Background: an optimization exercise with open tools, aiming at small area, a short achievable clock period and few clock cycles per item. Do not read the settings as production practice.
Where RTL was checked, it was by simulation tests only, not by an equivalence proof against the original.
The RTL of run 1 was laid out without a check of its function.
No activity file was given, so power comes from the tool's default toggle rates.

## flow/design.v (module list and top-level ports; edited modules follow where they fit)
// module multiplication_top: 1479 lines
module multiplication_top(a_in, b_in, result, clk, reset, start, ready);
  // ...
==> flow/run.sh <==
#!/bin/bash
# synth_recipe.tcl (not shown) runs the flow's synth.tcl, then flattens the netlist and writes it again
# the make line also repeats each setting of config.mk as NAME=value (left out here)
make -C /OpenROAD-flow-scripts/flow DESIGN_CONFIG=/design/flow/config.mk WORK_HOME=/design/flow/orfs CLKGATE_MAP_FILE= SYNTH_SCRIPT=/design/flow/synth_recipe.tcl finish
==> flow/config.mk <==
export PLATFORM = sky130hd
export DESIGN_NAME = multiplication_top
export DESIGN_NICKNAME = multiplication_top
export VERILOG_FILES = /design/flow/design.v
export SDC_FILE = /design/flow/constraint.sdc
export NUM_CORES = 4
export LEC_CHECK = 0
export CAP_MARGIN = 20
export CORE_MARGIN = 2
export CORE_UTILIZATION = 40
export SLEW_MARGIN = 20
==> flow/constraint.sdc <==
create_clock -name core_clock -period 4.0 [get_ports {clk}]
set_input_delay 0.8000 -clock core_clock [delete_from_list [all_inputs] [get_ports {clk}]]
set_output_delay 0.8000 -clock core_clock [all_outputs]
set_load 0.01 [all_outputs]
==> impl_metrics.ini, run 1 <==
[run_status]
outcome = timing/DRC/antenna clean

[cts]
cts_tree = done
post-cts-setup-buffer-count = 11
postCtsHoldBufs = 0

[yosys]
syn_avg_cell_area_sq_um = 10.5
seq_area_frac_synth = 0.239
synthAdderAreaFrac = 0.338
synth_area_leaders = fa_1, xnor2_1, dfxtp_1
synth_top_area_share = 0.278
synthCells = 3085

[power]
powerDensity_nw_per_um2 = 786
clock_power_mw = 3.96
p_int_mw = 18.3
power_frac_seq = 0.158
switching_share = 0.451

[min_path]
min_to = cnt_q[0]

[setup_path]
reg2reg_from = rdy_q
reg2reg_setup_slack_ps = 40
path_common_cell = fa_1

[sta]
clock_skew_ps = 22.3
worstMarginPinSlew_ps = 901

[global_routing]
grt_usage = 0.262
antenna_found_initial = 3
met1_usage = 0.349

[finish]
fill_cells = 7058
fin_nets = 4276
layout_commonest_cell = xnor2_1
area_delta_synth_final_pct = 31.1

[floorplanning]
dieArea_sq_um = 83200

[route]
dr_wl_met3_microns = 10300
vias = 26000
postRouteAntennaNets = 0
topRoutingLayerUsed = met5
route.met2.wl_microns = 51200
drcViolationCount = 0
wl_microns = 111000
==> module multiplication_top, before the edit <==
module multiplication_top(a_in, b_in, result, clk, reset, start, ready);
    input [63:0] a_in, b_in;
    input clk, reset, start;
    output ready;
    output [128:0] result;
    reg rdy_q;
    reg [2:0] cnt_q;
    reg [4:0] sel_q;              
    reg [57:0] hi_q;               
    reg [69:0] lo_q;               
    reg [64:0] s_q, c_q;           
    reg [13:0] sr_q, cr_q;          
    reg [6:0] nr_q;               
    reg ca_q, cb_q;                
    reg [6:0] one_q, two_q, neg_q;
    wire last = !rdy_q && cnt_q == 3'd5;
    wire rdy_d = reset || (rdy_q ? !start : last);
    wire run = !reset && (rdy_q ? start : !last);
    wire [14:0] ach0 = {a_in[13:0], 1'b0};
    wire [14:0] ach;
    assign ach = ({15{sel_q[1]}} & {a_in[27], a_in[26], a_in[25], a_in[24], a_in[23], a_in[22], a_in[21], a_in[20], a_in[19], a_in[18], a_in[17], a_in[16], a_in[15], a_in[14], a_in[13]})
        | ({15{sel_q[2]}} & {a_in[41], a_in[40], a_in[39], a_in[38], a_in[37], a_in[36], a_in[35], a_in[34], a_in[33], a_in[32], a_in[31], a_in[30], a_in[29], a_in[28], a_in[27]})
        | ({15{sel_q[3]}} & {a_in[55], a_in[54], a_in[53], a_in[52], a_in[51], a_in[50], a_in[49], a_in[48], a_in[47], a_in[46], a_in[45], a_in[44], a_in[43], a_in[42], a_in[41]})
        | ({15{sel_q[4]}} & {1'b0, 1'b0, 1'b0, 1'b0, 1'b0, 1'b0, a_in[63], a_in[62], a_in[61], a_in[60], a_in[59], a_in[58], a_in[57], a_in[56], a_in[55]});
    wire [6:0] one0, two0, neg0, one_d, two_d, neg_d;
    genvar g;
    generate for (g = 0; g < 7; g = g + 1) begin : enc
        assign one0[g] = ach0[2*g+1] ^ ach0[2*g];
        assign two0[g] = (ach0[2*g+2] & ~ach0[2*g+1] & ~ach0[2*g]) | (~ach0[2*g+2] & ach0[2*g+1] & ach0[2*g]);
        assign neg0[g] = ach0[2*g+2];
        assign one_d[g] = ach[2*g+1] ^ ach[2*g];
        assign two_d[g] = (ach[2*g+2] & ~ach[2*g+1] & ~ach[2*g]) | (~ach[2*g+2] & ach[2*g+1] & ach[2*g]);
        assign neg_d[g] = ach[2*g+2];
    end endgenerate
    wire [6:0] one = rdy_q ? one0 : one_q;
    wire [6:0] two = rdy_q ? two0 : two_q;
    wire [6:0] neg = rdy_q ? neg0 : neg_q;
    wire [63:0] pp0 = ({64{one[0]}} & b_in | {64{two[0]}} & {b_in[62:0], 1'b0}) ^ {64{neg[0]}};
    wire py0 = two[0] & b_in[63];
    wire px0 = py0 ^ neg[0];
    wire npx0 = ~px0;
    wire npy0 = ~py0;
    wire pz0 = py0 & ~neg[0];
    wire [63:0] pp1 = ({64{one[1]}} & b_in | {64{two[1]}} & {b_in[62:0], 1'b0}) ^ {64{neg[1]}};
    wire py1 = two[1] & b_in[63];
    wire px1 = py1 ^ neg[1];
    wire npx1 = ~px1;
    wire npy1 = ~py1;
    wire pz1 = py1 & ~neg[1];
    wire [63:0] pp2 = ({64{one[2]}} & b_in | {64{two[2]}} & {b_in[62:0], 1'b0}) ^ {64{neg[2]}};
    wire py2 = two[2] & b_in[63];
    wire px2 = py2 ^ neg[2];
    wire npx2 = ~px2;
    wire npy2 = ~py2;
    wire pz2 = py2 & ~neg[2];
    wire [63:0] pp3 = ({64{one[3]}} & b_in | {64{two[3]}} & {b_in[62:0], 1'b0}) ^ {64{neg[3]}};
    wire py3 = two[3] & b_in[63];
    wire px3 = py3 ^ neg[3];
    wire npx3 = ~px3;
    wire npy3 = ~py3;
    wire pz3 = py3 & ~neg[3];
    wire [63:0] pp4 = ({64{one[4]}} & b_in | {64{two[4]}} & {b_in[62:0], 1'b0}) ^ {64{neg[4]}};
    wire py4 = two[4] & b_in[63];
    wire px4 = py4 ^ neg[4];
    wire npx4 = ~px4;
    wire npy4 = ~py4;
    wire pz4 = py4 & ~neg[4];
    wire [63:0] pp5 = ({64{one[5]}} & b_in | {64{two[5]}} & {b_in[62:0], 1'b0}) ^ {64{neg[5]}};
    wire py5 = two[5] & b_in[63];
    wire px5 = py5 ^ neg[5];
    wire npx5 = ~px5;
    wire npy5 = ~py5;
    wire pz5 = py5 & ~neg[5];
    wire [63:0] pp6 = ({64{one[6]}} & b_in | {64{two[6]}} & {b_in[62:0], 1'b0}) ^ {64{neg[6]}};
    wire py6 = two[6] & b_in[63];
    wire px6 = py6 ^ neg[6];
    wire npx6 = ~px6;
    wire npy6 = ~py6;
    wire pz6 = py6 & ~neg[6];
    wire fs1;
    wire fc2;
    wire hs3;
    wire hc4;
    wire fs5;
    wire fc6;
    wire fs7;
    wire fc8;
    wire hs9;
    wire hc10;
    wire fs11;
    wire fc12;
    wire fs13;
    wire fc14;
    wire fs15;
    wire fc16;
    wire fs17;
    wire fc18;
    wire hs19;
    wire hc20;
    wire fs21;
    wire fc22;
    wire fs23;
    wire fc24;
    wire fs25;
    wire fc26;
    wire fs27;
    wire fc28;
    wire fs29;
    wire fc30;
    wire fs31;
    wire fc32;
    wire fs33;
    wire fc34;
    wire fs35;
    wire fc36;
    wire fs37;
    wire fc38;
    wire fs39;
    wire fc40;
    wire fs41;
    wire fc42;
    wire fs43;
    wire fc44;
    wire fs45;
    wire fc46;
    wire fs47;
    wire fc48;
    wire fs49;
    wire fc50;
    wire fs51;
    wire fc52;
    wire fs53;
    wire fc54;
    wire fs55;
    wire fc56;
    wire fs57;
    wire fc58;
    wire fs59;
    wire fc60;
    wire fs61;
    wire fc62;
    wire fs63;
    wire fc64;
    wire fs65;
    wire fc66;
    wire fs67;
    wire fc68;
    wire fs69;
    wire fc70;
    wire fs71;
    wire fc72;
    wire fs73;
    wire fc74;
    wire fs75;
    wire fc76;
    wire fs77;
    wire fc78;
    wire fs79;
    wire fc80;
    wire fs81;
    wire fc82;
    wire fs83;
    wire fc84;
    wire fs85;
    wire fc86;
    wire fs87;
    wire fc88;
    wire fs89;
    wire fc90;
    wire fs91;
    wire fc92;
    wire fs93;
    wire fc94;
    wire fs95;
    wire fc96;
    wire fs97;
    wire fc98;
    wire fs99;
    wire fc100;
    wire fs101;
    wire fc102;
    wire fs103;
    wire fc104;
    wire fs105;
    wire fc106;
    wire fs107;
    wire fc108;
    wire fs109;
    wire fc110;
    wire fs111;
    wire fc112;
    wire fs113;
    wire fc114;
    wire fs115;
    wire fc116;
    wire fs117;
    wire fc118;
    wire fs119;
    wire fc120;
    wire fs121;
    wire fc122;
    wire fs123;
    wire fc124;
    wire fs125;
    wire fc126;
    wire fs127;
    wire fc128;
    wire fs129;
    wire fc130;
    wire fs131;
    wire fc132;
    wire fs133;
    wire fc134;
    wire fs135;
    wire fc136;
    wire fs137;
    wire fc138;
    wire fs139;
    wire fc140;
    wire fs141;
    wire fc142;
    wire fs143;
    wire fc144;
    wire fs145;
    wire fc146;
    wire fs147;
    wire fc148;
    wire fs149;
    wire fc150;
    wire fs151;
    wire fc152;
    wire fs153;
    wire fc154;
    wire fs155;
    wire fc156;
    wire fs157;
    wire fc158;
    wire fs159;
    wire fc160;
    wire fs161;
    wire fc162;
    wire fs163;
    wire fc164;
    wire fs165;
    wire fc166;
    wire fs167;
    wire fc168;
    wire fs169;
    wire fc170;
    wire fs171;
    wire fc172;
    wire fs173;
    wire fc174;
    wire fs175;
    wire fc176;
    wire fs177;
    wire fc178;
    wire fs179;
    wire fc180;
    wire fs181;
    wire fc182;
    wire fs183;
    wire fc184;
    wire fs185;
    wire fc186;
    wire fs187;
    wire fc188;
    wire fs189;
    wire fc190;
    wire fs191;
    wire fc192;
    wire fs193;
    wire fc194;
    wire fs195;
    wire fc196;
    wire fs197;
    wire fc198;
    wire fs199;
    wire fc200;
    wire fs201;
    wire fc202;
    wire fs203;
    wire fc204;
    wire fs205;
    wire fc206;
    wire fs207;
    wire fc208;
    wire fs209;
    wire fc210;
    wire fs211;
    wire fc212;
    wire fs213;
    wire fc214;
    wire fs215;
    wire fc216;
    wire fs217;
    wire fc218;
    wire fs219;
    wire fc220;
    wire fs221;
    wire fc222;
    wire fs223;
    wire fc224;
    wire fs225;
    wire fc226;
    wire fs227;
    wire fc228;
    wire fs229;
    wire fc230;
    wire fs231;
    wire fc232;
    wire fs233;
    wire fc234;
    wire fs235;
    wire fc236;
    wire fs237;
    wire fc238;
    wire fs239;
    wire fc240;
    wire fs241;
    wire fc242;
    wire fs243;
    wire fc244;
    wire fs245;
    wire fc246;
    wire fs247;
    wire fc248;
    wire fs249;
    wire fc250;
    wire fs251;
    wire fc252;
    wire fs253;
    wire fc254;
    wire fs255;
    wire fc256;
    wire fs257;
    wire fc258;
    wire fs259;
    wire fc260;
    wire fs261;
    wire fc262;
    wire fs263;
    wire fc264;
    wire fs265;
    wire fc266;
    wire fs267;
    wire fc268;
    wire fs269;
    wire fc270;
    wire fs271;
    wire fc272;
    wire fs273;
    wire fc274;
    wire fs275;
    wire fc276;
    wire fs277;
    wire fc278;
    wire fs279;
    wire fc280;
    wire fs281;
    wire fc282;
    wire fs283;
    wire fc284;
    wire fs285;
    wire fc286;
    wire fs287;
    wire fc288;
    wire fs289;
    wire fc290;
    wire fs291;
    wire fc292;
    wire fs293;
    wire fc294;
    wire fs295;
    wire fc296;
    wire fs297;
    wire fc298;
    wire fs299;
    wire fc300;
    wire fs301;
    wire fc302;
    wire fs303;
    wire fc304;
    wire fs305;
    wire fc306;
    wire fs307;
    wire fc308;
    wire fs309;
    wire fc310;
    wire fs311;
    wire fc312;
    wire fs313;
    wire fc314;
    wire fs315;
    wire fc316;
    wire fs317;
    wire fc318;
    wire fs319;
    wire fc320;
    wire fs321;
    wire fc322;
    wire fs323;
    wire fc324;
    wire fs325;
    wire fc326;
    wire fs327;
    wire fc328;
    wire fs329;
    wire fc330;
    wire fs331;
    wire fc332;
    wire fs333;
    wire fc334;
    wire fs335;
    wire fc336;
    wire fs337;
    wire fc338;
    wire hs339;
    wire hc340;
    wire fs341;
    wire fc342;
    wire hs343;
    wire hc344;
    wire hs345;
    wire hc346;
    wire fs347;
    wire fc348;
    wire fs349;
    wire fc350;
    wire hs351;
    wire hc352;
    wire fs353;
    wire fc354;
    wire fs355;
    wire fc356;
    wire fs357;
    wire fc358;
    wire fs359;
    wire fc360;
    wire fs361;
    wire fc362;
    wire fs363;
    wire fc364;
    wire fs365;
    wire fc366;
    wire fs367;
    wire fc368;
    wire fs369;
    wire fc370;
    wire fs371;
    wire fc372;
    wire fs373;
    wire fc374;
    wire fs375;
    wire fc376;
    wire fs377;
    wire fc378;
    wire fs379;
    wire fc380;
    wire fs381;
    wire fc382;
    wire fs383;
    wire fc384;
    wire fs385;
    wire fc386;
    wire fs387;
    wire fc388;
    wire fs389;
    wire fc390;
    wire fs391;
    wire fc392;
    wire fs393;
    wire fc394;
    wire fs395;
    wire fc396;
    wire fs397;
    wire fc398;
    wire fs399;
    wire fc400;
    wire fs401;
    wire fc402;
    wire fs403;
    wire fc404;
    wire fs405;
    wire fc406;
    wire fs407;
    wire fc408;
    wire fs409;
    wire fc410;
    wire fs411;
    wire fc412;
    wire fs413;
    wire fc414;
    wire fs415;
    wire fc416;
    wire fs417;
    wire fc418;
    wire fs419;
    wire fc420;
    wire fs421;
    wire fc422;
    wire fs423;
    wire fc424;
    wire fs425;
    wire fc426;
    wire fs427;
    wire fc428;
    wire fs429;
    wire fc430;
    wire fs431;
    wire fc432;
    wire fs433;
    wire fc434;
    wire fs435;
    wire fc436;
    wire fs437;
    wire fc438;
    wire fs439;
    wire fc440;
    wire fs441;
    wire fc442;
    wire fs443;
    wire fc444;
    wire fs445;
    wire fc446;
    wire fs447;
    wire fc448;
    wire fs449;
    wire fc450;
    wire fs451;
    wire fc452;
    wire fs453;
    wire fc454;
    wire fs455;
    wire fc456;
    wire fs457;
    wire fc458;
    wire fs459;
    wire fc460;
    wire fs461;
    wire fc462;
    wire fs463;
    wire fc464;
    wire fs465;
    wire fc466;
    wire fs467;
    wire fc468;
    wire fs469;
    wire fc470;
    wire fs471;
    wire fc472;
    wire fs473;
    wire fc474;
    wire fs475;
    wire fc476;
    wire fs477;
    wire fc478;
    wire fs479;
    wire fc480;
    wire fs481;
    wire fc482;
    wire fs483;
    wire fc484;
    wire fs485;
    wire fc486;
    wire fs487;
    wire fc488;
    wire fs489;
    wire fc490;
    wire fs491;
    wire fc492;
    wire fs493;
    wire fc494;
    wire fs495;
    wire fc496;
    wire fs497;
    wire fc498;
    wire fs499;
    wire fc500;
    wire fs501;
    wire fc502;
    wire fs503;
    wire fc504;
    wire fs505;
    wire fc506;
    wire fs507;
    wire fc508;
    wire fs509;
    wire fc510;
    wire fs511;
    wire fc512;
    wire fs513;
    wire fc514;
    wire fs515;
    wire fc516;
    wire fs517;
    wire fc518;
    wire fs519;
    wire fc520;
    wire fs521;
    wire fc522;
    wire fs523;
    wire fc524;
    wire fs525;
    wire fc526;
    wire fs527;
    wire fc528;
    wire fs529;
    wire fc530;
    wire fs531;
    wire fc532;
    wire fs533;
    wire fc534;
    wire fs535;
    wire fc536;
    wire fs537;
    wire fc538;
    wire fs539;
    wire fc540;
    wire fs541;
    wire fc542;
    wire fs543;
    wire fc544;
    wire fs545;
    wire fc546;
    wire fs547;
    wire fc548;
    wire fs549;
    wire fc550;
    wire fs551;
    wire fc552;
    wire fs553;
    wire fc554;
    wire fs555;
    wire fc556;
    wire fs557;
    wire fc558;
    wire fs559;
    wire fc560;
    wire fs561;
    wire fc562;
    wire fs563;
    wire fc564;
    wire fs565;
    wire fc566;
    wire fs567;
    wire fc568;
    wire fs569;
    wire fc570;
    wire fs571;
    wire fc572;
    wire fs573;
    wire fc574;
    wire fs575;
    wire fc576;
    wire fs577;
    wire fc578;
    wire fs579;
    wire fc580;
    wire fs581;
    wire fc582;
    wire fs583;
    wire fc584;
    wire fs585;
    wire fc586;
    wire fs587;
    wire fc588;
    wire fs589;
    wire fc590;
    wire fs591;
    wire fc592;
    wire fs593;
    wire fc594;
    wire fs595;
    wire fc596;
    wire fs597;
    wire fc598;
    wire fs599;
    wire fc600;
    wire fs601;
    wire fc602;
    wire fs603;
    wire fc604;
    wire fs605;
    wire fc606;
    wire hs607;
    wire hc608;
    wire fs609;
    wire fc610;
    wire hs611;
    wire hc612;
    wire hs613;
    wire hc614;
    wire fs615;
    wire fc616;
    wire fs617;
    wire fc618;
    wire fs619;
    wire fc620;
    wire fs621;
    wire fc622;
    wire fs623;
    wire fc624;
    wire fs625;
    wire fc626;
    wire fs627;
    wire fc628;
    wire fs629;
    wire fc630;
    wire fs631;
    wire fc632;
    wire fs633;
    wire fc634;
    wire fs635;
    wire fc636;
    wire fs637;
    wire fc638;
    wire fs639;
    wire fc640;
    wire fs641;
    wire fc642;
    wire fs643;
    wire fc644;
    wire fs645;
    wire fc646;
    wire fs647;
    wire fc648;
    wire fs649;
    wire fc650;
    wire fs651;
    wire fc652;
    wire fs653;
    wire fc654;
    wire fs655;
    wire fc656;
    wire fs657;
    wire fc658;
    wire fs659;
    wire fc660;
    wire fs661;
    wire fc662;
    wire fs663;
    wire fc664;
    wire fs665;
    wire fc666;
    wire fs667;
    wire fc668;
    wire fs669;
    wire fc670;
    wire fs671;
    wire fc672;
    wire fs673;
    wire fc674;
    wire fs675;
    wire fc676;
    wire fs677;
    wire fc678;
    wire fs679;
    wire fc680;
    wire fs681;
    wire fc682;
    wire fs683;
    wire fc684;
    wire fs685;
    wire fc686;
    wire fs687;
    wire fc688;
    wire fs689;
    wire fc690;
    wire fs691;
    wire fc692;
    wire fs693;
    wire fc694;
    wire fs695;
    wire fc696;
    wire fs697;
    wire fc698;
    wire fs699;
    wire fc700;
    wire fs701;
    wire fc702;
    wire fs703;
    wire fc704;
    wire fs705;
    wire fc706;
    wire fs707;
    wire fc708;
    wire fs709;
    wire fc710;
    wire fs711;
    wire fc712;
    wire fs713;
    wire fc714;
    wire fs715;
    wire fc716;
    wire fs717;
    wire fc718;
    wire fs719;
    wire fc720;
    wire fs721;
    wire fc722;
    wire fs723;
    wire fc724;
    wire fs725;
    wire fc726;
    wire fs727;
    wire fc728;
    wire fs729;
    wire fc730;
    wire fs731;
    wire fc732;
    wire fs733;
    wire fc734;
    wire fs735;
    wire fc736;
    wire fs737;
    wire fc738;
    wire fs739;
    wire fc740;
    wire fs741;
    wire fc742;
    wire fs743;
    wire fc744;
    wire fs745;
    wire fc746;
    wire fs747;
    wire fc748;
    wire fs749;
    wire fc750;
    wire fs751;
    wire fc752;
    wire fs753;
    wire fc754;
    wire fs755;
    wire fc756;
    wire fs757;
    wire fc758;
    wire hs759;
    wire hc760;
    wire hs761;
    wire hc762;
    wire fs763;
    wire fc764;
    wire fs765;
    wire fc766;
    wire fs767;
    wire fc768;
    wire fs769;
    wire fc770;
    wire fs771;
    wire fc772;
    wire fs773;
    wire fc774;
    wire fs775;
    wire fc776;
    wire fs777;
    wire fc778;
    wire fs779;
    wire fc780;
    wire fs781;
    wire fc782;
    wire fs783;
    wire fc784;
    wire fs785;
    wire fc786;
    wire fs787;
    wire fc788;
    wire fs789;
    wire fc790;
    wire fs791;
    wire fc792;
    wire fs793;
    wire fc794;
    wire fs795;
    wire fc796;
    wire fs797;
    wire fc798;
    wire fs799;
    wire fc800;
    wire fs801;
    wire fc802;
    wire fs803;
    wire fc804;
    wire fs805;
    wire fc806;
    wire fs807;
    wire fc808;
    wire fs809;
    wire fc810;
    wire fs811;
    wire fc812;
    wire fs813;
    wire fc814;
    wire fs815;
    wire fc816;
    wire fs817;
    wire fc818;
    wire fs819;
    wire fc820;
    wire fs821;
    wire fc822;
    wire fs823;
    wire fc824;
    wire fs825;
    wire fc826;
    wire fs827;
    wire fc828;
    wire fs829;
    wire fc830;
    wire fs831;
    wire fc832;
    wire fs833;
    wire fc834;
    wire fs835;
    wire fc836;
    wire fs837;
    wire fc838;
    wire fs839;
    wire fc840;
    wire fs841;
    wire fc842;
    wire fs843;
    wire fc844;
    wire fs845;
    wire fc846;
    wire fs847;
    wire fc848;
    wire fs849;
    wire fc850;
    wire fs851;
    wire fc852;
    wire fs853;
    wire fc854;
    wire fs855;
    wire fc856;
    wire fs857;
    wire fc858;
    wire fs859;
    wire fc860;
    wire fs861;
    wire fc862;
    wire fs863;
    wire fc864;
    wire fs865;
    wire fc866;
    wire fs867;
    wire fc868;
    wire fs869;
    wire fc870;
    wire fs871;
    wire fc872;
    wire fs873;
    wire fc874;
    wire fs875;
    wire fc876;
    wire fs877;
    wire fc878;
    wire fs879;
    wire fc880;
    wire fs881;
    wire fc882;
    wire fs883;
    wire fc884;
    wire fs885;
    wire fc886;
    wire fs887;
    wire fc888;
    wire fs889;
    wire fc890;
    wire fs891;
    wire fc892;
    wire fs893;
    wire fc894;
    wire fs895;
    wire fc896;
    wire fs897;
    wire fc898;
    wire fs899;
    wire fc900;
    wire fs901;
    wire fc902;
    wire fs903;
    wire fc904;
    wire fs905;
    wire fc906;
    wire fs907;
    wire fc908;
    wire fs909;
    wire fc910;
    wire hs911;
    wire hc912;
    assign {fc2, fs1} = s_q[0] + c_q[0] + pp0[0];
    assign {hc4, hs3} = s_q[8] + c_q[8];
    assign {fc6, fs5} = s_q[9] + c_q[9] + pp0[9];
    assign {fc8, fs7} = s_q[10] + c_q[10] + pp0[10];
    assign {hc10, hs9} = pp1[8] + pp2[6];
    assign {fc12, fs11} = s_q[11] + c_q[11] + pp0[11];
    assign {fc14, fs13} = pp1[9] + pp2[7] + pp3[5];
    assign {fc16, fs15} = s_q[12] + c_q[12] + pp0[12];
    assign {fc18, fs17} = pp1[10] + pp2[8] + pp3[6];
    assign {hc20, hs19} = pp4[4] + pp5[2];
    assign {fc22, fs21} = s_q[13] + c_q[13] + pp0[13];
    assign {fc24, fs23} = pp1[11] + pp2[9] + pp3[7];
    assign {fc26, fs25} = pp4[5] + pp5[3] + pp6[1];
    assign {fc28, fs27} = s_q[14] + c_q[14] + pp0[14];
    assign {fc30, fs29} = pp1[12] + pp2[10] + pp3[8];
    assign {fc32, fs31} = pp4[6] + pp5[4] + pp6[2];
    assign {fc34, fs33} = s_q[15] + c_q[15] + pp0[15];
    assign {fc36, fs35} = pp1[13] + pp2[11] + pp3[9];
    assign {fc38, fs37} = pp4[7] + pp5[5] + pp6[3];
    assign {fc40, fs39} = s_q[16] + c_q[16] + pp0[16];
    assign {fc42, fs41} = pp1[14] + pp2[12] + pp3[10];
    assign {fc44, fs43} = pp4[8] + pp5[6] + pp6[4];
    assign {fc46, fs45} = s_q[17] + c_q[17] + pp0[17];
    assign {fc48, fs47} = pp1[15] + pp2[13] + pp3[11];
    assign {fc50, fs49} = pp4[9] + pp5[7] + pp6[5];
    assign {fc52, fs51} = s_q[18] + c_q[18] + pp0[18];
    assign {fc54, fs53} = pp1[16] + pp2[14] + pp3[12];
    assign {fc56, fs55} = pp4[10] + pp5[8] + pp6[6];
    assign {fc58, fs57} = s_q[19] + c_q[19] + pp0[19];
    assign {fc60, fs59} = pp1[17] + pp2[15] + pp3[13];
    assign {fc62, fs61} = pp4[11] + pp5[9] + pp6[7];
    assign {fc64, fs63} = s_q[20] + c_q[20] + pp0[20];
    assign {fc66, fs65} = pp1[18] + pp2[16] + pp3[14];
    assign {fc68, fs67} = pp4[12] + pp5[10] + pp6[8];
    assign {fc70, fs69} = s_q[21] + c_q[21] + pp0[21];
    assign {fc72, fs71} = pp1[19] + pp2[17] + pp3[15];
    assign {fc74, fs73} = pp4[13] + pp5[11] + pp6[9];
    assign {fc76, fs75} = s_q[22] + c_q[22] + pp0[22];
    assign {fc78, fs77} = pp1[20] + pp2[18] + pp3[16];
    assign {fc80, fs79} = pp4[14] + pp5[12] + pp6[10];
    assign {fc82, fs81} = s_q[23] + c_q[23] + pp0[23];
    assign {fc84, fs83} = pp1[21] + pp2[19] + pp3[17];
    assign {fc86, fs85} = pp4[15] + pp5[13] + pp6[11];
    assign {fc88, fs87} = s_q[24] + c_q[24] + pp0[24];
    assign {fc90, fs89} = pp1[22] + pp2[20] + pp3[18];
    assign {fc92, fs91} = pp4[16] + pp5[14] + pp6[12];
    assign {fc94, fs93} = s_q[25] + c_q[25] + pp0[25];
    assign {fc96, fs95} = pp1[23] + pp2[21] + pp3[19];
    assign {fc98, fs97} = pp4[17] + pp5[15] + pp6[13];
    assign {fc100, fs99} = s_q[26] + c_q[26] + pp0[26];
    assign {fc102, fs101} = pp1[24] + pp2[22] + pp3[20];
    assign {fc104, fs103} = pp4[18] + pp5[16] + pp6[14];
    assign {fc106, fs105} = s_q[27] + c_q[27] + pp0[27];
    assign {fc108, fs107} = pp1[25] + pp2[23] + pp3[21];
    assign {fc110, fs109} = pp4[19] + pp5[17] + pp6[15];
    assign {fc112, fs111} = s_q[28] + c_q[28] + pp0[28];
    assign {fc114, fs113} = pp1[26] + pp2[24] + pp3[22];
    assign {fc116, fs115} = pp4[20] + pp5[18] + pp6[16];
    assign {fc118, fs117} = s_q[29] + c_q[29] + pp0[29];
    assign {fc120, fs119} = pp1[27] + pp2[25] + pp3[23];
    assign {fc122, fs121} = pp4[21] + pp5[19] + pp6[17];
    assign {fc124, fs123} = s_q[30] + c_q[30] + pp0[30];
    assign {fc126, fs125} = pp1[28] + pp2[26] + pp3[24];
    assign {fc128, fs127} = pp4[22] + pp5[20] + pp6[18];
    assign {fc130, fs129} = s_q[31] + c_q[31] + pp0[31];
    assign {fc132, fs131} = pp1[29] + pp2[27] + pp3[25];
    assign {fc134, fs133} = pp4[23] + pp5[21] + pp6[19];
    assign {fc136, fs135} = s_q[32] + c_q[32] + pp0[32];
    assign {fc138, fs137} = pp1[30] + pp2[28] + pp3[26];
    assign {fc140, fs139} = pp4[24] + pp5[22] + pp6[20];
    assign {fc142, fs141} = s_q[33] + c_q[33] + pp0[33];
    assign {fc144, fs143} = pp1[31] + pp2[29] + pp3[27];
    assign {fc146, fs145} = pp4[25] + pp5[23] + pp6[21];
    assign {fc148, fs147} = s_q[34] + c_q[34] + pp0[34];
    assign {fc150, fs149} = pp1[32] + pp2[30] + pp3[28];
    assign {fc152, fs151} = pp4[26] + pp5[24] + pp6[22];
    assign {fc154, fs153} = s_q[35] + c_q[35] + pp0[35];
    assign {fc156, fs155} = pp1[33] + pp2[31] + pp3[29];
    assign {fc158, fs157} = pp4[27] + pp5[25] + pp6[23];
    assign {fc160, fs159} = s_q[36] + c_q[36] + pp0[36];
    assign {fc162, fs161} = pp1[34] + pp2[32] + pp3[30];
    assign {fc164, fs163} = pp4[28] + pp5[26] + pp6[24];
    assign {fc166, fs165} = s_q[37] + c_q[37] + pp0[37];
    assign {fc168, fs167} = pp1[35] + pp2[33] + pp3[31];
    assign {fc170, fs169} = pp4[29] + pp5[27] + pp6[25];
    assign {fc172, fs171} = s_q[38] + c_q[38] + pp0[38];
    assign {fc174, fs173} = pp1[36] + pp2[34] + pp3[32];
    assign {fc176, fs175} = pp4[30] + pp5[28] + pp6[26];
    assign {fc178, fs177} = s_q[39] + c_q[39] + pp0[39];
    assign {fc180, fs179} = pp1[37] + pp2[35] + pp3[33];
    assign {fc182, fs181} = pp4[31] + pp5[29] + pp6[27];
    assign {fc184, fs183} = s_q[40] + c_q[40] + pp0[40];
    assign {fc186, fs185} = pp1[38] + pp2[36] + pp3[34];
    assign {fc188, fs187} = pp4[32] + pp5[30] + pp6[28];
    assign {fc190, fs189} = s_q[41] + c_q[41] + pp0[41];
    assign {fc192, fs191} = pp1[39] + pp2[37] + pp3[35];
    assign {fc194, fs193} = pp4[33] + pp5[31] + pp6[29];
    assign {fc196, fs195} = s_q[42] + c_q[42] + pp0[42];
    assign {fc198, fs197} = pp1[40] + pp2[38] + pp3[36];
    assign {fc200, fs199} = pp4[34] + pp5[32] + pp6[30];
    assign {fc202, fs201} = s_q[43] + c_q[43] + pp0[43];
    assign {fc204, fs203} = pp1[41] + pp2[39] + pp3[37];
    assign {fc206, fs205} = pp4[35] + pp5[33] + pp6[31];
    assign {fc208, fs207} = s_q[44] + c_q[44] + pp0[44];
    assign {fc210, fs209} = pp1[42] + pp2[40] + pp3[38];
    assign {fc212, fs211} = pp4[36] + pp5[34] + pp6[32];
    assign {fc214, fs213} = s_q[45] + c_q[45] + pp0[45];
    assign {fc216, fs215} = pp1[43] + pp2[41] + pp3[39];
    assign {fc218, fs217} = pp4[37] + pp5[35] + pp6[33];
    assign {fc220, fs219} = s_q[46] + c_q[46] + pp0[46];
    assign {fc222, fs221} = pp1[44] + pp2[42] + pp3[40];
    assign {fc224, fs223} = pp4[38] + pp5[36] + pp6[34];
    assign {fc226, fs225} = s_q[47] + c_q[47] + pp0[47];
    assign {fc228, fs227} = pp1[45] + pp2[43] + pp3[41];
    assign {fc230, fs229} = pp4[39] + pp5[37] + pp6[35];
    assign {fc232, fs231} = s_q[48] + c_q[48] + pp0[48];
    assign {fc234, fs233} = pp1[46] + pp2[44] + pp3[42];
    assign {fc236, fs235} = pp4[40] + pp5[38] + pp6[36];
    assign {fc238, fs237} = s_q[49] + c_q[49] + pp0[49];
    assign {fc240, fs239} = pp1[47] + pp2[45] + pp3[43];
    assign {fc242, fs241} = pp4[41] + pp5[39] + pp6[37];
    assign {fc244, fs243} = s_q[50] + c_q[50] + pp0[50];
    assign {fc246, fs245} = pp1[48] + pp2[46] + pp3[44];
    assign {fc248, fs247} = pp4[42] + pp5[40] + pp6[38];
    assign {fc250, fs249} = s_q[51] + c_q[51] + pp0[51];
    assign {fc252, fs251} = pp1[49] + pp2[47] + pp3[45];
    assign {fc254, fs253} = pp4[43] + pp5[41] + pp6[39];
    assign {fc256, fs255} = s_q[52] + c_q[52] + pp0[52];
    assign {fc258, fs257} = pp1[50] + pp2[48] + pp3[46];
    assign {fc260, fs259} = pp4[44] + pp5[42] + pp6[40];
    assign {fc262, fs261} = s_q[53] + c_q[53] + pp0[53];
    assign {fc264, fs263} = pp1[51] + pp2[49] + pp3[47];
    assign {fc266, fs265} = pp4[45] + pp5[43] + pp6[41];
    assign {fc268, fs267} = s_q[54] + c_q[54] + pp0[54];
    assign {fc270, fs269} = pp1[52] + pp2[50] + pp3[48];
    assign {fc272, fs271} = pp4[46] + pp5[44] + pp6[42];
    assign {fc274, fs273} = s_q[55] + c_q[55] + pp0[55];
    assign {fc276, fs275} = pp1[53] + pp2[51] + pp3[49];
    assign {fc278, fs277} = pp4[47] + pp5[45] + pp6[43];
    assign {fc280, fs279} = s_q[56] + c_q[56] + pp0[56];
    assign {fc282, fs281} = pp1[54] + pp2[52] + pp3[50];
    assign {fc284, fs283} = pp4[48] + pp5[46] + pp6[44];
    assign {fc286, fs285} = s_q[57] + c_q[57] + pp0[57];
    assign {fc288, fs287} = pp1[55] + pp2[53] + pp3[51];
    assign {fc290, fs289} = pp4[49] + pp5[47] + pp6[45];
    assign {fc292, fs291} = s_q[58] + c_q[58] + pp0[58];
    assign {fc294, fs293} = pp1[56] + pp2[54] + pp3[52];
    assign {fc296, fs295} = pp4[50] + pp5[48] + pp6[46];
    assign {fc298, fs297} = s_q[59] + c_q[59] + pp0[59];
    assign {fc300, fs299} = pp1[57] + pp2[55] + pp3[53];
    assign {fc302, fs301} = pp4[51] + pp5[49] + pp6[47];
    assign {fc304, fs303} = s_q[60] + c_q[60] + pp0[60];
    assign {fc306, fs305} = pp1[58] + pp2[56] + pp3[54];
    assign {fc308, fs307} = pp4[52] + pp5[50] + pp6[48];
    assign {fc310, fs309} = s_q[61] + c_q[61] + pp0[61];
    assign {fc312, fs311} = pp1[59] + pp2[57] + pp3[55];
    assign {fc314, fs313} = pp4[53] + pp5[51] + pp6[49];
    assign {fc316, fs315} = s_q[62] + c_q[62] + pp0[62];
    assign {fc318, fs317} = pp1[60] + pp2[58] + pp3[56];
    assign {fc320, fs319} = pp4[54] + pp5[52] + pp6[50];
    assign {fc322, fs321} = s_q[63] + c_q[63] + pp0[63];
    assign {fc324, fs323} = pp1[61] + pp2[59] + pp3[57];
    assign {fc326, fs325} = pp4[55] + pp5[53] + pp6[51];
    assign {fc328, fs327} = s_q[64] + c_q[64] + npx0;
    assign {fc330, fs329} = pp1[62] + pp2[60] + pp3[58];
    assign {fc332, fs331} = pp4[56] + pp5[54] + pp6[52];
    assign {fc334, fs333} = npy0 + pp1[63] + pp2[61];
    assign {fc336, fs335} = pp3[59] + pp4[57] + pp5[55];
    assign {fc338, fs337} = pz0 + npx1 + pp2[62];
    assign {hc340, hs339} = pp3[60] + pp4[58];
    assign {fc342, fs341} = npy1 + pp2[63] + pp3[61];
    assign {hc344, hs343} = pz1 + npx2;
    assign {hc346, hs345} = s_q[4] + c_q[4];
    assign {fc348, fs347} = s_q[5] + c_q[5] + pp0[5];
    assign {fc350, fs349} = s_q[6] + c_q[6] + pp0[6];
    assign {hc352, hs351} = pp1[4] + pp2[2];
    assign {fc354, fs353} = s_q[7] + c_q[7] + pp0[7];
    assign {fc356, fs355} = pp1[5] + pp2[3] + pp3[1];
    assign {fc358, fs357} = hs3 + pp0[8] + pp1[6];
    assign {fc360, fs359} = pp2[4] + pp3[2] + pp4[0];
    assign {fc362, fs361} = hc4 + pp1[7] + pp2[5];
    assign {fc364, fs363} = pp3[3] + pp4[1] + fs5;
    assign {fc366, fs365} = pp3[4] + pp4[2] + pp5[0];
    assign {fc368, fs367} = fc6 + fs7 + hs9;
    assign {fc370, fs369} = pp4[3] + pp5[1] + fc8;
    assign {fc372, fs371} = hc10 + fs11 + fs13;
    assign {fc374, fs373} = pp6[0] + fc12 + fc14;
    assign {fc376, fs375} = fs15 + fs17 + hs19;
    assign {fc378, fs377} = fc16 + fc18 + hc20;
    assign {fc380, fs379} = fs21 + fs23 + fs25;
    assign {fc382, fs381} = fc22 + fc24 + fc26;
    assign {fc384, fs383} = fs27 + fs29 + fs31;
    assign {fc386, fs385} = fc28 + fc30 + fc32;
    assign {fc388, fs387} = fs33 + fs35 + fs37;
    assign {fc390, fs389} = fc34 + fc36 + fc38;
    assign {fc392, fs391} = fs39 + fs41 + fs43;
    assign {fc394, fs393} = fc40 + fc42 + fc44;
    assign {fc396, fs395} = fs45 + fs47 + fs49;
    assign {fc398, fs397} = fc46 + fc48 + fc50;
    assign {fc400, fs399} = fs51 + fs53 + fs55;
    assign {fc402, fs401} = fc52 + fc54 + fc56;
    assign {fc404, fs403} = fs57 + fs59 + fs61;
    assign {fc406, fs405} = fc58 + fc60 + fc62;
    assign {fc408, fs407} = fs63 + fs65 + fs67;
    assign {fc410, fs409} = fc64 + fc66 + fc68;
    assign {fc412, fs411} = fs69 + fs71 + fs73;
    assign {fc414, fs413} = fc70 + fc72 + fc74;
    assign {fc416, fs415} = fs75 + fs77 + fs79;
    assign {fc418, fs417} = fc76 + fc78 + fc80;
    assign {fc420, fs419} = fs81 + fs83 + fs85;
    assign {fc422, fs421} = fc82 + fc84 + fc86;
    assign {fc424, fs423} = fs87 + fs89 + fs91;
    assign {fc426, fs425} = fc88 + fc90 + fc92;
    assign {fc428, fs427} = fs93 + fs95 + fs97;
    assign {fc430, fs429} = fc94 + fc96 + fc98;
    assign {fc432, fs431} = fs99 + fs101 + fs103;
    assign {fc434, fs433} = fc100 + fc102 + fc104;
    assign {fc436, fs435} = fs105 + fs107 + fs109;
    assign {fc438, fs437} = fc106 + fc108 + fc110;
    assign {fc440, fs439} = fs111 + fs113 + fs115;
    assign {fc442, fs441} = fc112 + fc114 + fc116;
    assign {fc444, fs443} = fs117 + fs119 + fs121;
    assign {fc446, fs445} = fc118 + fc120 + fc122;
    assign {fc448, fs447} = fs123 + fs125 + fs127;
    assign {fc450, fs449} = fc124 + fc126 + fc128;
    assign {fc452, fs451} = fs129 + fs131 + fs133;
    assign {fc454, fs453} = fc130 + fc132 + fc134;
    assign {fc456, fs455} = fs135 + fs137 + fs139;
    assign {fc458, fs457} = fc136 + fc138 + fc140;
    assign {fc460, fs459} = fs141 + fs143 + fs145;
    assign {fc462, fs461} = fc142 + fc144 + fc146;
    assign {fc464, fs463} = fs147 + fs149 + fs151;
    assign {fc466, fs465} = fc148 + fc150 + fc152;
    assign {fc468, fs467} = fs153 + fs155 + fs157;
    assign {fc470, fs469} = fc154 + fc156 + fc158;
    assign {fc472, fs471} = fs159 + fs161 + fs163;
    assign {fc474, fs473} = fc160 + fc162 + fc164;
    assign {fc476, fs475} = fs165 + fs167 + fs169;
    assign {fc478, fs477} = fc166 + fc168 + fc170;
    assign {fc480, fs479} = fs171 + fs173 + fs175;
    assign {fc482, fs481} = fc172 + fc174 + fc176;
    assign {fc484, fs483} = fs177 + fs179 + fs181;
    assign {fc486, fs485} = fc178 + fc180 + fc182;
    assign {fc488, fs487} = fs183 + fs185 + fs187;
    assign {fc490, fs489} = fc184 + fc186 + fc188;
    assign {fc492, fs491} = fs189 + fs191 + fs193;
    assign {fc494, fs493} = fc190 + fc192 + fc194;
    assign {fc496, fs495} = fs195 + fs197 + fs199;
    assign {fc498, fs497} = fc196 + fc198 + fc200;
    assign {fc500, fs499} = fs201 + fs203 + fs205;
    assign {fc502, fs501} = fc202 + fc204 + fc206;
    assign {fc504, fs503} = fs207 + fs209 + fs211;
    assign {fc506, fs505} = fc208 + fc210 + fc212;
    assign {fc508, fs507} = fs213 + fs215 + fs217;
    assign {fc510, fs509} = fc214 + fc216 + fc218;
    assign {fc512, fs511} = fs219 + fs221 + fs223;
    assign {fc514, fs513} = fc220 + fc222 + fc224;
    assign {fc516, fs515} = fs225 + fs227 + fs229;
    assign {fc518, fs517} = fc226 + fc228 + fc230;
    assign {fc520, fs519} = fs231 + fs233 + fs235;
    assign {fc522, fs521} = fc232 + fc234 + fc236;
    assign {fc524, fs523} = fs237 + fs239 + fs241;
    assign {fc526, fs525} = fc238 + fc240 + fc242;
    assign {fc528, fs527} = fs243 + fs245 + fs247;
    assign {fc530, fs529} = fc244 + fc246 + fc248;
    assign {fc532, fs531} = fs249 + fs251 + fs253;
    assign {fc534, fs533} = fc250 + fc252 + fc254;
    assign {fc536, fs535} = fs255 + fs257 + fs259;
    assign {fc538, fs537} = fc256 + fc258 + fc260;
    assign {fc540, fs539} = fs261 + fs263 + fs265;
    assign {fc542, fs541} = fc262 + fc264 + fc266;
    assign {fc544, fs543} = fs267 + fs269 + fs271;
    assign {fc546, fs545} = fc268 + fc270 + fc272;
    assign {fc548, fs547} = fs273 + fs275 + fs277;
    assign {fc550, fs549} = fc274 + fc276 + fc278;
    assign {fc552, fs551} = fs279 + fs281 + fs283;
    assign {fc554, fs553} = fc280 + fc282 + fc284;
    assign {fc556, fs555} = fs285 + fs287 + fs289;
    assign {fc558, fs557} = fc286 + fc288 + fc290;
    assign {fc560, fs559} = fs291 + fs293 + fs295;
    assign {fc562, fs561} = fc292 + fc294 + fc296;
    assign {fc564, fs563} = fs297 + fs299 + fs301;
    assign {fc566, fs565} = fc298 + fc300 + fc302;
    assign {fc568, fs567} = fs303 + fs305 + fs307;
    assign {fc570, fs569} = fc304 + fc306 + fc308;
    assign {fc572, fs571} = fs309 + fs311 + fs313;
    assign {fc574, fs573} = fc310 + fc312 + fc314;
    assign {fc576, fs575} = fs315 + fs317 + fs319;
    assign {fc578, fs577} = fc316 + fc318 + fc320;
    assign {fc580, fs579} = fs321 + fs323 + fs325;
    assign {fc582, fs581} = fc322 + fc324 + fc326;
    assign {fc584, fs583} = fs327 + fs329 + fs331;
    assign {fc586, fs585} = pp6[53] + fc328 + fc330;
    assign {fc588, fs587} = fc332 + fs333 + fs335;
    assign {fc590, fs589} = pp5[56] + pp6[54] + fc334;
    assign {fc592, fs591} = fc336 + fs337 + hs339;
    assign {fc594, fs593} = pp4[59] + pp5[57] + pp6[55];
    assign {fc596, fs595} = fc338 + hc340 + fs341;
    assign {fc598, fs597} = pp3[62] + pp4[60] + pp5[58];
    assign {fc600, fs599} = pp6[56] + fc342 + hs343;
    assign {fc602, fs601} = npy2 + pp3[63] + pp4[61];
    assign {fc604, fs603} = pp5[59] + pp6[57] + hc344;
    assign {fc606, fs605} = pz2 + npx3 + pp4[62];
    assign {hc608, hs607} = pp5[60] + pp6[58];
    assign {fc610, fs609} = npy3 + pp4[63] + pp5[61];
    assign {hc612, hs611} = pz3 + npx4;
    assign {hc614, hs613} = s_q[1] + c_q[1];
    assign {fc616, fs615} = s_q[2] + c_q[2] + pp0[2];
    assign {fc618, fs617} = s_q[3] + c_q[3] + pp0[3];
    assign {fc620, fs619} = hs345 + pp0[4] + pp1[2];
    assign {fc622, fs621} = hc346 + pp1[3] + pp2[1];
    assign {fc624, fs623} = pp3[0] + fc348 + fs349;
    assign {fc626, fs625} = fc350 + hc352 + fs353;
    assign {fc628, fs627} = fc354 + fc356 + fs357;
    assign {fc630, fs629} = fc358 + fc360 + fs361;
    assign {fc632, fs631} = fc362 + fs365 + fc364;
    assign {fc634, fs633} = fc366 + fc368 + fs369;
    assign {fc636, fs635} = fc370 + fc372 + fs373;
    assign {fc638, fs637} = fc374 + fc376 + fs377;
    assign {fc640, fs639} = fc378 + fc380 + fs381;
    assign {fc642, fs641} = fc382 + fc384 + fs385;
    assign {fc644, fs643} = fc386 + fc388 + fs389;
    assign {fc646, fs645} = fc390 + fc392 + fs393;
    assign {fc648, fs647} = fc394 + fc396 + fs397;
    assign {fc650, fs649} = fc398 + fc400 + fs401;
    assign {fc652, fs651} = fc402 + fc404 + fs405;
    assign {fc654, fs653} = fc406 + fc408 + fs409;
    assign {fc656, fs655} = fc410 + fc412 + fs413;
    assign {fc658, fs657} = fc414 + fc416 + fs417;
    assign {fc660, fs659} = fc418 + fc420 + fs421;
    assign {fc662, fs661} = fc422 + fc424 + fs425;
    assign {fc664, fs663} = fc426 + fc428 + fs429;
    assign {fc666, fs665} = fc430 + fc432 + fs433;
    assign {fc668, fs667} = fc434 + fc436 + fs437;
    assign {fc670, fs669} = fc438 + fc440 + fs441;
    assign {fc672, fs671} = fc442 + fc444 + fs445;
    assign {fc674, fs673} = fc446 + fc448 + fs449;
    assign {fc676, fs675} = fc450 + fc452 + fs453;
    assign {fc678, fs677} = fc454 + fc456 + fs457;
    assign {fc680, fs679} = fc458 + fc460 + fs461;
    assign {fc682, fs681} = fc462 + fc464 + fs465;
    assign {fc684, fs683} = fc466 + fc468 + fs469;
    assign {fc686, fs685} = fc470 + fc472 + fs473;
    assign {fc688, fs687} = fc474 + fc476 + fs477;
    assign {fc690, fs689} = fc478 + fc480 + fs481;
    assign {fc692, fs691} = fc482 + fc484 + fs485;
    assign {fc694, fs693} = fc486 + fc488 + fs489;
    assign {fc696, fs695} = fc490 + fc492 + fs493;
    assign {fc698, fs697} = fc494 + fc496 + fs497;
    assign {fc700, fs699} = fc498 + fc500 + fs501;
    assign {fc702, fs701} = fc502 + fc504 + fs505;
    assign {fc704, fs703} = fc506 + fc508 + fs509;
    assign {fc706, fs705} = fc510 + fc512 + fs513;
    assign {fc708, fs707} = fc514 + fc516 + fs517;
    assign {fc710, fs709} = fc518 + fc520 + fs521;
    assign {fc712, fs711} = fc522 + fc524 + fs525;
    assign {fc714, fs713} = fc526 + fc528 + fs529;
    assign {fc716, fs715} = fc530 + fc532 + fs533;
    assign {fc718, fs717} = fc534 + fc536 + fs537;
    assign {fc720, fs719} = fc538 + fc540 + fs541;
    assign {fc722, fs721} = fc542 + fc544 + fs545;
    assign {fc724, fs723} = fc546 + fc548 + fs549;
    assign {fc726, fs725} = fc550 + fc552 + fs553;
    assign {fc728, fs727} = fc554 + fc556 + fs557;
    assign {fc730, fs729} = fc558 + fc560 + fs561;
    assign {fc732, fs731} = fc562 + fc564 + fs565;
    assign {fc734, fs733} = fc566 + fc568 + fs569;
    assign {fc736, fs735} = fc570 + fc572 + fs573;
    assign {fc738, fs737} = fc574 + fc576 + fs577;
    assign {fc740, fs739} = fc578 + fc580 + fs581;
    assign {fc742, fs741} = fc582 + fc584 + fs585;
    assign {fc744, fs743} = fc586 + fc588 + fs589;
    assign {fc746, fs745} = fs593 + fc590 + fc592;
    assign {fc748, fs747} = fc594 + fs597 + fc596;
    assign {fc750, fs749} = fc598 + fs601 + fc600;
    assign {fc752, fs751} = fc602 + fs605 + hs607;
    assign {fc754, fs753} = pp6[59] + fc606 + hc608;
    assign {fc756, fs755} = pp5[62] + pp6[60] + fc610;
    assign {fc758, fs757} = npy4 + pp5[63] + pp6[61];
    assign {hc760, hs759} = pz4 + npx5;
    assign {hc762, hs761} = hs613 + pp0[1];
    assign {fc764, fs763} = hc614 + pp1[0] + fs615;
    assign {fc766, fs765} = pp1[1] + fc616 + fs617;
    assign {fc768, fs767} = pp2[0] + fc618 + fs619;
    assign {fc770, fs769} = fc620 + fs621 + fs347;
    assign {fc772, fs771} = fc622 + hs351 + fs623;
    assign {fc774, fs773} = fs355 + fc624 + fs625;
    assign {fc776, fs775} = fs359 + fc626 + fs627;
    assign {fc778, fs777} = fc628 + fs629 + fs363;
    assign {fc780, fs779} = fc630 + fs367 + fs631;
    assign {fc782, fs781} = fs371 + fc632 + fs633;
    assign {fc784, fs783} = fs375 + fc634 + fs635;
    assign {fc786, fs785} = fs379 + fc636 + fs637;
    assign {fc788, fs787} = fs383 + fc638 + fs639;
    assign {fc790, fs789} = fs387 + fc640 + fs641;
    assign {fc792, fs791} = fs391 + fc642 + fs643;
    assign {fc794, fs793} = fs395 + fc644 + fs645;
    assign {fc796, fs795} = fs399 + fc646 + fs647;
    assign {fc798, fs797} = fs403 + fc648 + fs649;
    assign {fc800, fs799} = fs407 + fc650 + fs651;
    assign {fc802, fs801} = fs411 + fc652 + fs653;
    assign {fc804, fs803} = fs415 + fc654 + fs655;
    assign {fc806, fs805} = fs419 + fc656 + fs657;
    assign {fc808, fs807} = fs423 + fc658 + fs659;
    assign {fc810, fs809} = fs427 + fc660 + fs661;
    assign {fc812, fs811} = fs431 + fc662 + fs663;
    assign {fc814, fs813} = fs435 + fc664 + fs665;
    assign {fc816, fs815} = fs439 + fc666 + fs667;
    assign {fc818, fs817} = fs443 + fc668 + fs669;
    assign {fc820, fs819} = fs447 + fc670 + fs671;
    assign {fc822, fs821} = fs451 + fc672 + fs673;
    assign {fc824, fs823} = fs455 + fc674 + fs675;
    assign {fc826, fs825} = fs459 + fc676 + fs677;
    assign {fc828, fs827} = fs463 + fc678 + fs679;
    assign {fc830, fs829} = fs467 + fc680 + fs681;
    assign {fc832, fs831} = fs471 + fc682 + fs683;
    assign {fc834, fs833} = fs475 + fc684 + fs685;
    assign {fc836, fs835} = fs479 + fc686 + fs687;
    assign {fc838, fs837} = fs483 + fc688 + fs689;
    assign {fc840, fs839} = fs487 + fc690 + fs691;
    assign {fc842, fs841} = fs491 + fc692 + fs693;
    assign {fc844, fs843} = fs495 + fc694 + fs695;
    assign {fc846, fs845} = fs499 + fc696 + fs697;
    assign {fc848, fs847} = fs503 + fc698 + fs699;
    assign {fc850, fs849} = fs507 + fc700 + fs701;
    assign {fc852, fs851} = fs511 + fc702 + fs703;
    assign {fc854, fs853} = fs515 + fc704 + fs705;
    assign {fc856, fs855} = fs519 + fc706 + fs707;
    assign {fc858, fs857} = fs523 + fc708 + fs709;
    assign {fc860, fs859} = fs527 + fc710 + fs711;
    assign {fc862, fs861} = fs531 + fc712 + fs713;
    assign {fc864, fs863} = fs535 + fc714 + fs715;
    assign {fc866, fs865} = fs539 + fc716 + fs717;
    assign {fc868, fs867} = fs543 + fc718 + fs719;
    assign {fc870, fs869} = fs547 + fc720 + fs721;
    assign {fc872, fs871} = fs551 + fc722 + fs723;
    assign {fc874, fs873} = fs555 + fc724 + fs725;
    assign {fc876, fs875} = fs559 + fc726 + fs727;
    assign {fc878, fs877} = fs563 + fc728 + fs729;
    assign {fc880, fs879} = fs567 + fc730 + fs731;
    assign {fc882, fs881} = fs571 + fc732 + fs733;
    assign {fc884, fs883} = fs575 + fc734 + fs735;
    assign {fc886, fs885} = fs579 + fc736 + fs737;
    assign {fc888, fs887} = fs583 + fc738 + fs739;
    assign {fc890, fs889} = fs587 + fc740 + fs741;
    assign {fc892, fs891} = fs591 + fc742 + fs743;
    assign {fc894, fs893} = fs595 + fc744 + fs745;
    assign {fc896, fs895} = fs599 + fc746 + fs747;
    assign {fc898, fs897} = fs603 + fc748 + fs749;
    assign {fc900, fs899} = fs751 + fc604 + fc750;
    assign {fc902, fs901} = fs609 + fc752 + fs753;
    assign {fc904, fs903} = hs611 + fc754 + fs755;
    assign {fc906, fs905} = fs757 + hc612 + fc756;
    assign {fc908, fs907} = pp6[62] + fc758 + hs759;
    assign {fc910, fs909} = npy5 + pp6[63] + hc760;
    assign {hc912, hs911} = pz5 + npx6;
    wire [78:0] ts = {pz6, hc912, fc910, fc908, fc906, fc904, fc902, fc900, fc898, fc896, fc894, fc892, fc890, fc888, fc886, fc884, fc882, fc880, fc878, fc876, fc874, fc872, fc870, fc868, fc866, fc864, fc862, fc860, fc858, fc856, fc854, fc852, fc850, fc848, fc846, fc844, fc842, fc840, fc838, fc836, fc834, fc832, fc830, fc828, fc826, fc824, fc822, fc820, fc818, fc816, fc814, fc812, fc810, fc808, fc806, fc804, fc802, fc800, fc798, fc796, fc794, fc792, fc790, fc788, fc786, fc784, fc782, fc780, fc778, fc776, fc774, fc772, fc770, fc768, fc766, fc764, hc762, hs761, fs1};
    wire [78:0] tc = {1'b0, npy6, hs911, fs909, fs907, fs905, fs903, fs901, fs899, fs897, fs895, fs893, fs891, fs889, fs887, fs885, fs883, fs881, fs879, fs877, fs875, fs873, fs871, fs869, fs867, fs865, fs863, fs861, fs859, fs857, fs855, fs853, fs851, fs849, fs847, fs845, fs843, fs841, fs839, fs837, fs835, fs833, fs831, fs829, fs827, fs825, fs823, fs821, fs819, fs817, fs815, fs813, fs811, fs809, fs807, fs805, fs803, fs801, fs799, fs797, fs795, fs793, fs791, fs789, fs787, fs785, fs783, fs781, fs779, fs777, fs775, fs773, fs771, fs769, fs767, fs765, fs763, fc2, 1'b0};
    wire [71:0] fp = {s_q[57:0], sr_q};
    wire [71:0] fq = {c_q[57:0], cr_q[13:1], ca_q};
    wire [71:0] fr = {58'd0, 1'b0, nr_q[6], 1'b0, nr_q[5], 1'b0, nr_q[4], 1'b0, nr_q[3], 1'b0, nr_q[2], 1'b0, nr_q[1], 1'b0, nr_q[0]};
    wire [71:0] fsum, fcar;
    generate for (g = 0; g < 72; g = g + 1) begin : csa
        assign {fcar[g], fsum[g]} = fp[g] + fq[g] + fr[g];
    end endgenerate
    wire [71:0] fres = fsum + {fcar[70:0], 1'b0} + {71'd0, cb_q};
    wire cb_d = fres[14] ^ fsum[14] ^ fcar[13];
    wire ca_d = fcar[13];
    always @(posedge clk) begin
        rdy_q <= rdy_d;
        cnt_q <= rdy_q ? 3'd1 : cnt_q + 3'd1;
        sel_q <= rdy_d ? 5'd2 : {sel_q[3:0], 1'b0};
        one_q <= one_d;
        two_q <= two_d;
        neg_q <= neg_d;
        s_q <= run ? ts[78:14] : {1'b1, 64'd0};
        c_q <= run ? tc[78:14] : 65'd0;
        sr_q <= ts[13:0];
        cr_q <= tc[13:0];
        nr_q <= neg;
        ca_q <= rdy_q ? 1'b0 : ca_d;
        cb_q <= rdy_q ? 1'b0 : cb_d;
        if (!rdy_q) lo_q <= {fres[13:0], lo_q[69:14]};
        if (last) hi_q <= fres[71:14];
    end
    assign ready = rdy_q;
    assign result = {1'b0, hi_q, lo_q};
endmodule
==> run 2: changes to the inputs <==
--- a/flow/design.v
+++ b/flow/design.v
@@ -1450,13 +1450,10 @@
     wire [71:0] fp = {s_q[57:0], sr_q};
     wire [71:0] fq = {c_q[57:0], cr_q[13:1], ca_q};
     wire [71:0] fr = {58'd0, 1'b0, nr_q[6], 1'b0, nr_q[5], 1'b0, nr_q[4], 1'b0, nr_q[3], 1'b0, nr_q[2], 1'b0, nr_q[1], 1'b0, nr_q[0]};
-    wire [71:0] fsum, fcar;
-    generate for (g = 0; g < 72; g = g + 1) begin : csa
-        assign {fcar[g], fsum[g]} = fp[g] + fq[g] + fr[g];
-    end endgenerate
-    wire [71:0] fres = fsum + {fcar[70:0], 1'b0} + {71'd0, cb_q};
-    wire cb_d = fres[14] ^ fsum[14] ^ fcar[13];
-    wire ca_d = fcar[13];
+    wire [71:0] fres = fp + fq + fr + {71'd0, cb_q};
+    wire [15:0] lsum = fp[13:0] + fq[13:0] + fr[13:0] + {15'd0, cb_q};
+    wire ca_d = lsum[15];
+    wire cb_d = lsum[15] | lsum[14];
     always @(posedge clk) begin
         rdy_q <= rdy_d;
         cnt_q <= rdy_q ? 3'd1 : cnt_q + 3'd1;
==> flow/flow/run.sh (new file) <==
#!/bin/bash
# The standard layout (standard.sh: standard synthesis, floorplan, place,
# CTS, route), except that the ports are buffered with plain sky130 buf_1
# cells instead of the delay buffers buffer_ports picks by default.
# make's full output goes to flow_make.log here; ORFS's per-step logs are
# under orfs/logs/.
set -euo pipefail
bash standard.sh "BUFFER_PORTS_ARGS=-buffer_cell sky130_fd_sc_hd__buf_1" finish > flow_make.log 2>&1
==> flow/standard.sh (new file) <==
#!/bin/bash
# synth_recipe.tcl (not shown) runs the flow's synth.tcl, then flattens the netlist and writes it again
# the make line also repeats each setting of config.mk as NAME=value (left out here)
make -C /OpenROAD-flow-scripts/flow DESIGN_CONFIG=/design/flow/config.mk WORK_HOME=/design/flow/orfs CLKGATE_MAP_FILE= SYNTH_SCRIPT=/design/flow/synth_recipe.tcl "${@:-finish}"
removed: flow/run.sh
==> impl_metrics.ini, run 2 <==
[placed_design]
portBuffers = 259
gp_congestion = 0.900
hpwl_microns = 81300
dp_cells = 4433
dpl-instance-area_sq_um = 37200

[floorplanning]
start_util = 0.404
die_w_microns = 289
core_area_sq_um = 80500
dieArea_sq_um = 83600
num_io_pins = 261
row_count = 104
die_h_microns = 289

[sta]
clock_skew_ps = 23.0
slew_headroom = 0.352
setup_violations = 0
min_period_ps = 3890
final-hold-violation-count = 0
worstMarginPinSlew_ps = 972
finalMaxSlewViolations = 0
fmax_ghz = 0.257
period_share = 0.973

[setup_path]
path_common_cell = fa_1
crit_path_cell_trace = buf_12, buf_4, buf_4, a21oi_4, buf_4, clkbuf_16, a22oi_1, xnor2_1, fa_1, fa_1, fa_1, fa_1, nor2_1
worst_setup_path_start_kind = flop
crit_required_ps = 4480
reg2reg_from = rdy_q
arrival_ps = 4370
criticalPathCategory = reg2reg
crit_path_end = c_q[2]
cpLargestDelayFamily = adder cells
slowest_stage = fa_1
critical_path.max_stage_delay_ps = 590
worstRegToRegCells = 13
setup.worst_path.start = rdy_q
worstReg2RegEnd = c_q[2]
critPathBufInv = 5
reg2reg_setup_slack_ps = 110
cp_max_fo = 23
endpoint_kind = flop
cp_num_cells = 13

[finish]
area_delta_synth_final_pct = 19.6
finalNonFillerCells = 4519
fill_cells = 7395
fin_nets = 4162
layout-drive-gt1-share = 0.144
largest_reg_flops = 70
reg_top3 = lo_q x70, s_q x65, c_q x64
antenna_cells = 0
final_cell_area_sq_um = 38900
final_cell_mix = xnor2_1, a22oi_1, fa_1, buf_1, inv_1
top_register = lo_q
layout_commonest_cell = xnor2_1

[cts]
clockBufferDepth = 3
cts_tree = done
htree_levels = 2
root_buffer = clkbuf_16
cts_sinks = 322
numCtsBuffers = 42
worstSkewPairLatency_ps = 590
clk_pin_slew_ps = 60

[route]
drcViolationCount = 0
avgRoutedWirePerCell_microns = 23.6
vias = 25500
wl_microns = 106000
via_per_inst = 5.65
drt_iter0_drc = 2763
firstDrtPassIters = 6
postRouteAntennaNets = 0

[yosys]
synth_edf_count = 128
yosys_warnings = 1
synthFlopType = dfxtp_1
ys_ff_latch = 322
yosysTopAreaCell = fa_1
synthCells = 3118
synth_commonest_cells = xnor2_1, a22oi_1, fa_1
synthesis.area_sq_um = 32500
ys_async_sr_fraction = 0
synthesis.nets = 3854
syn_avg_cell_area_sq_um = 10.4
seq_area_frac_synth = 0.238
synth_area_leaders = fa_1, xnor2_1, dfxtp_1
synthDistinctLibCells = 77
yosysMostFrequentCell = xnor2_1
synth_top_area_share = 0.277

[run]
drv_cap = 0

[power]
powerDensity_nw_per_um2 = 842
irDropWorstVdd_mv = 0.399
p_leak_nw = 14.9

[run_status]
outcome = timing/DRC/antenna clean

[global_routing]
grt_overflow_total = 0
grt_pass1_vias = 25500
grt_pass1_wl_microns = 159000
grt_usage = 0.252
grt_max_degree = 77
antenna_found_initial = 2

[min_path]
hold_class = reg2reg
==> run 2: cell types whose count changed after synthesis, moves of 4 or more <==
cell      previous run  this run
buf_2                2        26
o21ai_1              3        12
inv_1              213       221
o21ai_0             46        40
nand2_1             95       103
nand3_1             13        25
buf_1               34        40
clkbuf_1           210       192
nand4_1             17        27
nor2_1             198       182
a211oi_1             9         5
o211a_1              4         0
==> run 2: how the worst min path moves through the flow <==
stage               cells past startpoint     start  slack, ps       end
floorplan                               1  cnt_q[0]        380  cnt_q[0]
global placement                        1  cnt_q[0]        390  cnt_q[0]
detailed placement                      1  cnt_q[0]        400  cnt_q[0]
CTS                                     1  cnt_q[0]        410  cnt_q[0]
global route                            1  cnt_q[0]        420  cnt_q[0]
finish                                  1  cnt_q[0]        410  cnt_q[0]
==> run 2: metrics by stage <==
stage | util | TNS, ps | worst slack, ps | total power [mW] | hold slack, ps
finish | 0.483 | 0 | 109 | 32.7 | 409
detailed placement | 0.462 | -42560 | -491 | 28.7 | 400
global placement | 0.462 | -41190 | -482 | 28.3 | 392
global route | 0.483 | -2.30 | -2.30 | 35.9 | 424
floorplan | - | -14650 | -226 | 21.4 | 380
CTS | 0.481 | 0 | 30.3 | 32.9 | 413
==> run 2: kinds of logic (layout without fill, tap and decap cells) <==
| family | Yosys count | count (layout) | synth area share |
|---|---|---|---|
| flops | 322 | 322 | 0.238 |
| xor+xnor | 531 | 531 | 0.143 |
| other cells | 1 | 1 | 0.000115 |
| mux | 8 | 8 | 0.00250 |
| compound gates | 745 | 745 | 0.164 |
| simple gates | 420 | 420 | 0.0583 |
| buf+inv | 486 | 827 | 0.0574 |
| fa+ha+maj | 605 | 605 | 0.337 |
==> run 2: final cells by class <==
cell class | instances | area (sq um) | area share
flip-flops and latches | 322 | 7730 | 0.199
inverters | 224 | 847 | 0.0218
repair buffers | 526 | 3960 | 0.102
multi-input cells | 2310 | 23500 | 0.606
clock buffers | 51 | 1140 | 0.0292
clock inverters | 26 | 333 | 0.00856
well taps | 1060 | 1330 | 0.0341
==> run 2: power breakdown <==
| part | internal [mW] | switching, mW |
|---|---|---|
| clock network | 2.43 | 1.60 |
| logic | 10.6 | 12.9 |
| registers | 4.61 | 0.523 |
| total | 17.7 | 15.1 |
==> run 2: timing repair <==
item | 4_1_cts | 5_1_grt
endpoints found under the hold margin | 0 | 0
resized for setup | 0 | 4
hold buffers | 0 | 0
setup buffers | 0 | 4
setup endpoints to repair | 0 | 17
==> run 2: per-layer routing <==
metal | part of all wire | GRT usage | up-vias
met2 | 0.47 | 0.399 | 1134
met1 | 0.41 | 0.345 | 12800
li1 | - | - | 11300
met4 | 0.038 | 0.0918 | 4
met3 | 0.080 | 0.0449 | 232
met5 | 0.00024 | 0 | -
Testbench counts of run 2, summed over its fixed seeds: cycles 9,608, items 1,600.

-- what the ideal ports hide --
In the flow no input, the clock included, has a driving cell. The finished layouts below were timed again as built, in two steps.
Step 1, drivers: a clkbuf_16 drives clk and a buf_2 each remaining input, both assumed.
Step 2 adds t to the input delays and takes it off the output delays; t is the mean of the earliest and latest rising clock arrival at the registers after step 1. Input paths then give back, and output paths get back, about the clock's delay inside the block.
a / b / c = ideal ports / drivers / drivers and shift; a / b = the first two.
run	t, ns	slack for setup (ns)	worst hold slack (ns)	worst setup path at the end	clock arrival spread, ns
run 1	0.641	0.038 / 0.038 / -0.506	0.420 / 0.420 / 0.420	input to register	0.025 / 0.025
run 2	0.647	0.109 / 0.109 / -0.471	0.409 / 0.409 / 0.409	input to register	0.027 / 0.027
Met with ideal ports but missed after step 2: setup timing in run 1 and run 2. The setup slack of run 2, which loses most, moves by 0.000 ns with the drivers and by -0.580 ns with both steps.
